Source: an optimization exercise on an open RTL-to-GDS flow (aim: small area, a short achievable clock period and few clock cycles). Production flows keep margins and buffers that such runs may drop.
In this exercise RTL edits were held to simulation tests only and were not proved equivalent to the original.
Power and IR drop assume default switching activity.

==> inputs of v22 <==
==> flow/design.v <==
module reg_file(
    input  logic        clk, reset,
    input  logic        we,
    input  logic [4:0]  waddr,
    input  logic [31:0] wdata,
    input  logic [4:0]  raddr1, raddr2,
    output logic [31:0] rdata1, rdata2
);
logic [31:0] regs [1:31];
logic [31:1] vld;
always_ff @(posedge clk) begin
    for (int k = 1; k < 32; k++)
        if (we && waddr == k) regs[k] <= wdata;
end
always_ff @(posedge clk or posedge reset) begin
    if (reset) vld <= '0;
    else for (int k = 1; k < 32; k++)
        if (we && waddr == k) vld[k] <= 1'b1;
end
always_comb begin
    rdata1 = '0;
    rdata2 = '0;
    for (int k = 1; k < 32; k++) begin
        rdata1 = rdata1 | ({32{vld[k] && raddr1 == k}} & regs[k]);
        rdata2 = rdata2 | ({32{vld[k] && raddr2 == k}} & regs[k]);
    end
end
endmodule
module Top_module(
    input  logic        clk, reset,
    output logic [31:0] imem_addr,
    input  logic [31:0] imem_rdata,
    output logic [31:0] dmem_addr,
    output logic [31:0] dmem_wdata,
    output logic        dmem_we,
    input  logic [31:0] dmem_rdata
);
localparam logic [4:0] OP_LOAD = 5'b00000, OP_IMM = 5'b00100, OP_AUIPC = 5'b00101,
                       OP_STORE = 5'b01000, OP_REG = 5'b01100, OP_LUI = 5'b01101,
                       OP_BRANCH = 5'b11000, OP_JALR = 5'b11001, OP_JAL = 5'b11011;
logic [31:2] pc_f;                   
logic        x_valid;
logic [31:2] x_inst;                 
logic [31:2] x_pc;
logic [31:0] x_rs1v, x_rs2v;         
logic        x_fwd1, x_fwd2;         
logic        m_regwe, m_load, m_store;
logic [4:0]  m_rd;
logic [31:0] m_res, m_wdata;
logic [31:0] wb_data;
assign wb_data    = m_load ? dmem_rdata : m_res;
assign dmem_addr  = m_res;
assign dmem_wdata = m_wdata;
assign dmem_we    = m_store;
logic [31:0] inst_f;
logic [4:0]  rs1_f, rs2_f, op_f;
logic        use1_f, use2_f;
logic [31:0] rf_rd1, rf_rd2, rd1_f, rd2_f;
assign imem_addr = {pc_f, 2'b00};
assign inst_f    = imem_rdata;
assign rs1_f     = inst_f[19:15];
assign rs2_f     = inst_f[24:20];
assign op_f      = inst_f[6:2];
assign use1_f    = !(op_f == OP_LUI || op_f == OP_AUIPC || op_f == OP_JAL);
assign use2_f    = (op_f == OP_REG || op_f == OP_STORE || op_f == OP_BRANCH);
reg_file u_reg_file(
    .clk(clk), .reset(reset),
    .we(m_regwe), .waddr(m_rd), .wdata(wb_data),
    .raddr1(rs1_f), .raddr2(rs2_f),
    .rdata1(rf_rd1), .rdata2(rf_rd2)
);
assign rd1_f = (m_regwe && m_rd == rs1_f) ? wb_data : rf_rd1;
assign rd2_f = (m_regwe && m_rd == rs2_f) ? wb_data : rf_rd2;
logic [4:0]  x_op, x_rd;
logic [2:0]  x_f3;
logic        is_load, is_store, is_reg, is_imm, is_lui, is_auipc, is_br, is_jal, is_jalr;
logic        x_regwe;
logic [31:0] imm_i, imm_s, imm_b, imm_u, imm_j;
assign x_op  = x_inst[6:2];
assign x_rd  = x_inst[11:7];
assign x_f3  = x_inst[14:12];
assign is_load  = x_op == OP_LOAD;
assign is_store = x_op == OP_STORE;
assign is_reg   = x_op == OP_REG;
assign is_imm   = x_op == OP_IMM;
assign is_lui   = x_op == OP_LUI;
assign is_auipc = x_op == OP_AUIPC;
assign is_br    = x_op == OP_BRANCH;
assign is_jal   = x_op == OP_JAL;
assign is_jalr  = x_op == OP_JALR;
assign x_regwe  = (x_rd != 5'd0) && (is_load || is_reg || is_imm || is_lui || is_auipc || is_jal || is_jalr);
assign imm_i = {{20{x_inst[31]}}, x_inst[31:20]};
assign imm_s = {{20{x_inst[31]}}, x_inst[31:25], x_inst[11:7]};
assign imm_b = {{19{x_inst[31]}}, x_inst[31], x_inst[7], x_inst[30:25], x_inst[11:8], 1'b0};
assign imm_u = {x_inst[31:12], 12'b0};
assign imm_j = {{11{x_inst[31]}}, x_inst[31], x_inst[19:12], x_inst[20], x_inst[30:21], 1'b0};
logic [31:0] a, b, op2, op2x, sum, sh_in, sh_out, alu_res, tgt, result;
logic [32:0] sum33;
logic [32:0] sh_ext;
logic        sub, eq, lt, ltu, cond, taken, redirect, left, fill;
logic [31:2] redirect_pc;
assign a   = x_fwd1 ? m_res : x_rs1v;
assign b   = x_fwd2 ? m_res : x_rs2v;
assign op2 = (is_reg || is_br) ? b : (is_store ? imm_s : imm_i);
assign sub   = is_br || ((is_reg || is_imm) && (x_f3 == 3'b010 || x_f3 == 3'b011))
                     || (is_reg && x_f3 == 3'b000 && x_inst[30]);
assign op2x  = sub ? ~op2 : op2;
assign sum33 = {1'b0, a} + {1'b0, op2x} + {32'b0, sub};
assign sum   = sum33[31:0];
assign ltu   = !sum33[32];
assign lt    = (a[31] != op2[31]) ? a[31] : sum[31];
assign eq    = (a == b);
function automatic logic [31:0] rev32(input logic [31:0] v);
    for (int k = 0; k < 32; k++) rev32[k] = v[31 - k];
endfunction
assign left   = (x_f3 == 3'b001);
assign fill   = x_inst[30] && a[31] && !left;
assign sh_in  = left ? rev32(a) : a;
assign sh_ext = $signed({fill, sh_in}) >>> op2[4:0];
assign sh_out = left ? rev32(sh_ext[31:0]) : sh_ext[31:0];
always_comb begin
    case (x_f3)
        3'b000: alu_res = sum;
        3'b001: alu_res = sh_out;
        3'b010: alu_res = {31'b0, lt};
        3'b011: alu_res = {31'b0, ltu};
        3'b100: alu_res = a ^ op2;
        3'b101: alu_res = sh_out;
        3'b110: alu_res = a | op2;
        default: alu_res = a & op2;
    endcase
end
assign tgt = {x_pc, 2'b00} + (is_br ? imm_b : (is_jal ? imm_j : imm_u));
always_comb begin
    case (x_f3)
        3'b000: cond = eq;
        3'b001: cond = !eq;
        3'b100: cond = lt;
        3'b101: cond = !lt;
        3'b110: cond = ltu;
        3'b111: cond = !ltu;
        default: cond = 1'b0;
    endcase
end
assign taken       = is_jal || is_jalr || (is_br && cond);
assign redirect    = x_valid && taken;
assign redirect_pc = is_jalr ? sum[31:2] : tgt[31:2];
always_comb begin
    if (is_lui)                 result = imm_u;
    else if (is_auipc)          result = tgt;
    else if (is_jal || is_jalr) result = {pc_f, 2'b00};
    else if (is_reg || is_imm)  result = alu_res;
    else                        result = sum;
end
logic stall, fwd1_n, fwd2_n;
assign fwd1_n = x_valid && x_regwe && x_rd == rs1_f;
assign fwd2_n = x_valid && x_regwe && x_rd == rs2_f;
assign stall  = is_load && ((fwd1_n && use1_f) || (fwd2_n && use2_f));
always_ff @(posedge clk or posedge reset) begin
    if (reset) begin
        pc_f    <= '0;
        x_valid <= 1'b0;
        m_regwe <= 1'b0;
        m_load  <= 1'b0;
        m_store <= 1'b0;
    end else begin
        pc_f    <= redirect ? redirect_pc : (stall ? pc_f : pc_f + 30'd1);
        x_valid <= !redirect && !stall;
        m_regwe <= x_valid && x_regwe;
        m_load  <= x_valid && is_load;
        m_store <= x_valid && is_store;
    end
end
always_ff @(posedge clk) begin
    x_inst  <= inst_f[31:2];
    x_pc    <= pc_f;
    x_rs1v  <= rd1_f;
    x_rs2v  <= rd2_f;
    x_fwd1  <= fwd1_n;
    x_fwd2  <= fwd2_n;
    m_rd    <= x_rd;
    m_res   <= result;
    m_wdata <= b;
end
endmodule
==> flow/run.sh <==
#!/bin/bash
# synth_recipe.tcl (not shown) runs the flow's synth.tcl, then flattens the netlist and writes it again
# the make line also repeats each setting of config.mk as NAME=value (left out here)
make -C /OpenROAD-flow-scripts/flow DESIGN_CONFIG=/design/flow/config.mk WORK_HOME=/design/flow/orfs CLKGATE_MAP_FILE= SYNTH_SCRIPT=/design/flow/synth_recipe.tcl finish
==> flow/config.mk <==
export PLATFORM = sky130hd
export DESIGN_NAME = Top_module
export DESIGN_NICKNAME = Top_module
export VERILOG_FILES = /design/flow/design.v
export SDC_FILE = /design/flow/constraint.sdc
export NUM_CORES = 4
export LEC_CHECK = 0
export CAP_MARGIN = 20
export CORE_MARGIN = 2
export CORE_UTILIZATION = 35
export PLACE_DENSITY = 0.55
export SETUP_SLACK_MARGIN = 0.4
export SLEW_MARGIN = 20
==> flow/constraint.sdc <==
create_clock -name core_clock -period 12.0 [get_ports {clk}]
set_input_delay 2.4000 -clock core_clock [delete_from_list [all_inputs] [get_ports {clk}]]
set_output_delay 2.4000 -clock core_clock [all_outputs]
set_load 0.01 [all_outputs]
==> v16: changes against v22 <==
==> flow/design.v (replaced) <==
module reg_file(
    input  logic        clk, reset,
    input  logic        we,
    input  logic [4:0]  waddr,
    input  logic [31:0] wdata,
    input  logic [4:0]  raddr1, raddr2,
    output logic [31:0] rdata1, rdata2
);
logic [31:0] regs [1:31];
logic [31:1] vld;
always_ff @(posedge clk) begin
    for (int k = 1; k < 32; k++)
        if (we && waddr == k) regs[k] <= wdata;
end
always_ff @(posedge clk or posedge reset) begin
    if (reset) vld <= '0;
    else for (int k = 1; k < 32; k++)
        if (we && waddr == k) vld[k] <= 1'b1;
end
always_comb begin
    rdata1 = '0;
    rdata2 = '0;
    for (int k = 1; k < 32; k++) begin
        rdata1 = rdata1 | ({32{vld[k] && raddr1 == k}} & regs[k]);
        rdata2 = rdata2 | ({32{vld[k] && raddr2 == k}} & regs[k]);
    end
end
endmodule
module Top_module(
    input  logic        clk, reset,
    output logic [31:0] imem_addr,
    input  logic [31:0] imem_rdata,
    output logic [31:0] dmem_addr,
    output logic [31:0] dmem_wdata,
    output logic        dmem_we,
    input  logic [31:0] dmem_rdata
);
localparam logic [4:0] OP_LOAD = 5'b00000, OP_IMM = 5'b00100, OP_AUIPC = 5'b00101,
                       OP_STORE = 5'b01000, OP_REG = 5'b01100, OP_LUI = 5'b01101,
                       OP_BRANCH = 5'b11000, OP_JALR = 5'b11001, OP_JAL = 5'b11011;
logic [31:2] pc_f;                   
logic        x_valid;
logic [31:2] x_pc;
logic [31:0] x_rs1v, x_rs2v;         
logic [31:0] x_imm;                  
logic [4:0]  x_rd;
logic [2:0]  x_f3;
logic        x_i30, x_useimm, x_sub, x_regwe;
logic        x_load, x_store, x_br, x_jal, x_jalr, x_lui, x_auipc, x_alu;
logic        m_regwe, m_load, m_store;
logic [4:0]  m_rd;
logic [31:0] m_res, m_wdata;
logic [31:0] wb_data;
assign wb_data    = m_load ? dmem_rdata : m_res;
assign dmem_addr  = m_res;
assign dmem_wdata = m_wdata;
assign dmem_we    = m_store;
logic [31:0] inst_f, imm_f;
logic [4:0]  rs1_f, rs2_f, rd_f, op_f;
logic [2:0]  f3_f;
logic        use1_f, use2_f;
logic        load_f, store_f, br_f, jal_f, jalr_f, lui_f, auipc_f, reg_f, opimm_f;
logic [31:0] rf_rd1, rf_rd2, rd1_f, rd2_f;
assign imem_addr = {pc_f, 2'b00};
assign inst_f    = imem_rdata;
assign rs1_f     = inst_f[19:15];
assign rs2_f     = inst_f[24:20];
assign rd_f      = inst_f[11:7];
assign op_f      = inst_f[6:2];
assign f3_f      = inst_f[14:12];
assign load_f    = op_f == OP_LOAD;
assign store_f   = op_f == OP_STORE;
assign br_f      = op_f == OP_BRANCH;
assign jal_f     = op_f == OP_JAL;
assign jalr_f    = op_f == OP_JALR;
assign lui_f     = op_f == OP_LUI;
assign auipc_f   = op_f == OP_AUIPC;
assign reg_f     = op_f == OP_REG;
assign opimm_f   = op_f == OP_IMM;
assign use1_f    = !(lui_f || auipc_f || jal_f);
assign use2_f    = reg_f || store_f || br_f;
always_comb begin
    if (store_f)               imm_f = {{20{inst_f[31]}}, inst_f[31:25], inst_f[11:7]};
    else if (br_f)             imm_f = {{19{inst_f[31]}}, inst_f[31], inst_f[7], inst_f[30:25], inst_f[11:8], 1'b0};
    else if (lui_f || auipc_f) imm_f = {inst_f[31:12], 12'b0};
    else if (jal_f)            imm_f = {{11{inst_f[31]}}, inst_f[31], inst_f[19:12], inst_f[20], inst_f[30:21], 1'b0};
    else                       imm_f = {{20{inst_f[31]}}, inst_f[31:20]};
end
reg_file u_reg_file(
    .clk(clk), .reset(reset),
    .we(m_regwe), .waddr(m_rd), .wdata(wb_data),
    .raddr1(rs1_f), .raddr2(rs2_f),
    .rdata1(rf_rd1), .rdata2(rf_rd2)
);
assign rd1_f = (m_regwe && m_rd == rs1_f) ? wb_data : rf_rd1;
assign rd2_f = (m_regwe && m_rd == rs2_f) ? wb_data : rf_rd2;
logic [31:0] a, b, op2, op2x, sum, sh_in, sh_out, alu_res, tgt, result;
logic [32:0] sum33, diff33;
logic [32:0] sh_ext;
logic        eq, lt, ltu, blt, bltu, cond, taken, redirect, left, fill;
logic [31:2] redirect_pc;
assign a   = x_rs1v;
assign b   = x_rs2v;
assign op2 = x_useimm ? x_imm : b;
assign op2x  = x_sub ? ~op2 : op2;
assign sum33 = {1'b0, a} + {1'b0, op2x} + {32'b0, x_sub};
assign sum   = sum33[31:0];
assign ltu   = !sum33[32];
assign lt    = (a[31] != op2[31]) ? a[31] : sum[31];
assign diff33 = {1'b0, a} + {1'b0, ~b} + 33'd1;
assign bltu   = !diff33[32];
assign blt    = (a[31] != b[31]) ? a[31] : diff33[31];
assign eq     = (a == b);
function automatic logic [31:0] rev32(input logic [31:0] v);
    for (int k = 0; k < 32; k++) rev32[k] = v[31 - k];
endfunction
assign left   = !x_f3[2];
assign fill   = x_i30 && a[31] && !left;
assign sh_in  = left ? rev32(a) : a;
assign sh_ext = $signed({fill, sh_in}) >>> op2[4:0];
assign sh_out = left ? rev32(sh_ext[31:0]) : sh_ext[31:0];
always_comb begin
    case (x_f3)
        3'b000: alu_res = sum;
        3'b001: alu_res = sh_out;
        3'b010: alu_res = {31'b0, lt};
        3'b011: alu_res = {31'b0, ltu};
        3'b100: alu_res = a ^ op2;
        3'b101: alu_res = sh_out;
        3'b110: alu_res = a | op2;
        default: alu_res = a & op2;
    endcase
end
assign tgt = {x_pc, 2'b00} + x_imm;
always_comb begin
    case (x_f3)
        3'b000: cond = eq;
        3'b001: cond = !eq;
        3'b100: cond = blt;
        3'b101: cond = !blt;
        3'b110: cond = bltu;
        3'b111: cond = !bltu;
        default: cond = 1'b0;
    endcase
end
assign taken       = x_jal || x_jalr || (x_br && cond);
assign redirect    = x_valid && taken;
assign redirect_pc = x_jalr ? sum[31:2] : tgt[31:2];
always_comb begin
    if (x_lui)                result = x_imm;
    else if (x_auipc)         result = tgt;
    else if (x_jal || x_jalr) result = {pc_f, 2'b00};
    else if (x_alu)           result = alu_res;
    else                      result = sum;
end
logic stall, fwd1_n, fwd2_n;
assign fwd1_n = x_valid && x_regwe && x_rd == rs1_f;
assign fwd2_n = x_valid && x_regwe && x_rd == rs2_f;
assign stall  = x_load && ((fwd1_n && use1_f) || (fwd2_n && use2_f));
always_ff @(posedge clk or posedge reset) begin
    if (reset) begin
        pc_f    <= '0;
        x_valid <= 1'b0;
        m_regwe <= 1'b0;
        m_load  <= 1'b0;
        m_store <= 1'b0;
    end else begin
        pc_f    <= redirect ? redirect_pc : (stall ? pc_f : pc_f + 30'd1);
        x_valid <= !redirect && !stall;
        m_regwe <= x_valid && x_regwe;
        m_load  <= x_valid && x_load;
        m_store <= x_valid && x_store;
    end
end
always_ff @(posedge clk) begin
    x_pc    <= pc_f;
    x_rs1v  <= fwd1_n ? result : rd1_f;
    x_rs2v  <= fwd2_n ? result : rd2_f;
    x_imm   <= imm_f;
    x_rd    <= rd_f;
    x_f3    <= f3_f;
    x_i30   <= inst_f[30];
    x_useimm <= !(reg_f || br_f);
    x_sub   <= (reg_f && f3_f == 3'b000 && inst_f[30]) ||
               ((reg_f || opimm_f) && (f3_f == 3'b010 || f3_f == 3'b011));
    x_regwe <= (rd_f != 5'd0) && (load_f || reg_f || opimm_f || lui_f || auipc_f || jal_f || jalr_f);
    x_load  <= load_f;
    x_store <= store_f;
    x_br    <= br_f;
    x_jal   <= jal_f;
    x_jalr  <= jalr_f;
    x_lui   <= lui_f;
    x_auipc <= auipc_f;
    x_alu   <= reg_f || opimm_f;
    m_rd    <= x_rd;
    m_res   <= result;
    m_wdata <= b;
end
endmodule
==> flow/flow/run.sh (new file) <==
#!/bin/bash
set -euo pipefail
MARGIN=$(cat flow/margin.txt)
bash standard.sh SETUP_SLACK_MARGIN=$MARGIN finish > standard_finish.log 2>&1 || { tail -50 standard_finish.log; exit 1; }
tail -5 standard_finish.log
==> flow/flow/margin.txt (new file) <==
8
==> flow/standard.sh (new file) <==
#!/bin/bash
# synth_recipe.tcl (not shown) runs the flow's synth.tcl, then flattens the netlist and writes it again
# the make line also repeats each setting of config.mk as NAME=value (left out here)
make -C /OpenROAD-flow-scripts/flow DESIGN_CONFIG=/design/flow/config.mk WORK_HOME=/design/flow/orfs CLKGATE_MAP_FILE= SYNTH_SCRIPT=/design/flow/synth_recipe.tcl "${@:-finish}"
removed: flow/run.sh
==> comparison table <==
Outcome: v22 no timing/DRC/antenna violations; v16 no timing/DRC/antenna violations
Multi-input gates: v22 3146; v16 3357
Instance count along the most critical hold path: v22 1; v16 0
Number of cells in the finished layout apart from fillers: v22 7416; v16 7952
Share of the synthesized area in the top cell type: v22 0.492; v16 0.478
Effective utilization at floorplan: v22 0.353; v16 0.353
DP Cell Count: v22 7160; v16 7435
Critical path launch point: v22 x_inst[3]$_DFF_P_; v16 imem_rdata[17]
Post-Synthesis Mean Instance Area: v22 12.3 um2; v16 12.0 um2
Slowest cell on the critical path: v22 sky130_fd_sc_hd__nor3_1; v16 sky130_fd_sc_hd__and3_4
Met1 routed wirelength after detailed routing: v22 108 mm; v16 113 mm
Die width: v22 420 um; v16 426 um
Number of cells upsized or downsized after cts: v22 0; v16 648
Setup Slack @ Placement: v22 4.30 ns; v16 5.49 ns
Async SR Flop Fraction: v22 0.0519; v16 0.0511
Sw Ratio: v22 0.326; v16 0.329
Sequential share of power: v22 0.452; v16 0.420
Fraction of standard cell area that is sequential: v22 0.507; v16 0.458
Area taken by multi-input logic gates: v22 23600 um2; v16 27900 um2
Initial detailed-routing violation count: v22 10789; v16 11406
Post-route design area: v22 69600 um2; v16 78300 um2
Post-layout minimum cycle time: v22 8.00 ns; v16 4.09 ns
TritonCTS buffer count: v22 136; v16 140
Worst EP arrival: v22 8.69 ns; v16 4.81 ns
Clock network area share: v22 0.0640; v16 0.0617
Testbench counts of v22, summed over its fixed seeds: cycles 113,148.
Testbench counts of v16, summed over its fixed seeds: cycles 113,148.

-- afterwards: timing with drivers on the ports --
Ports are ideal in the flow. The routed layouts listed here were re-timed in OpenROAD.
Step 1 sets driving cells, clkbuf_16 on the clock port and buf_2 on the other inputs (assumed; they add their load-dependent delay and slew).
Step 2 moves the port delays by t, midway between the first and last clock arrival at a register: inputs arrive t later, outputs are due t later. That takes back most of the time a late clock gives input paths.
Three values: ideal, step 1, step 2; two values: the first two.
run | t, ns | slack for setup (ns) | worst register clock-pin slew, ns | cell pins on the clock port's net
v22 | 0.861 | 4.003 / 4.003 / 4.003 | 0.07 / 0.07 | 1
v16 | 0.878 | 7.911 / 7.928 / 7.092 | 0.09 / 0.09 | 1
After both steps setup and hold are still met in every run listed. The setup slack of v16, which loses most, moves by +0.017 ns with the drivers and by -0.819 ns with both steps.
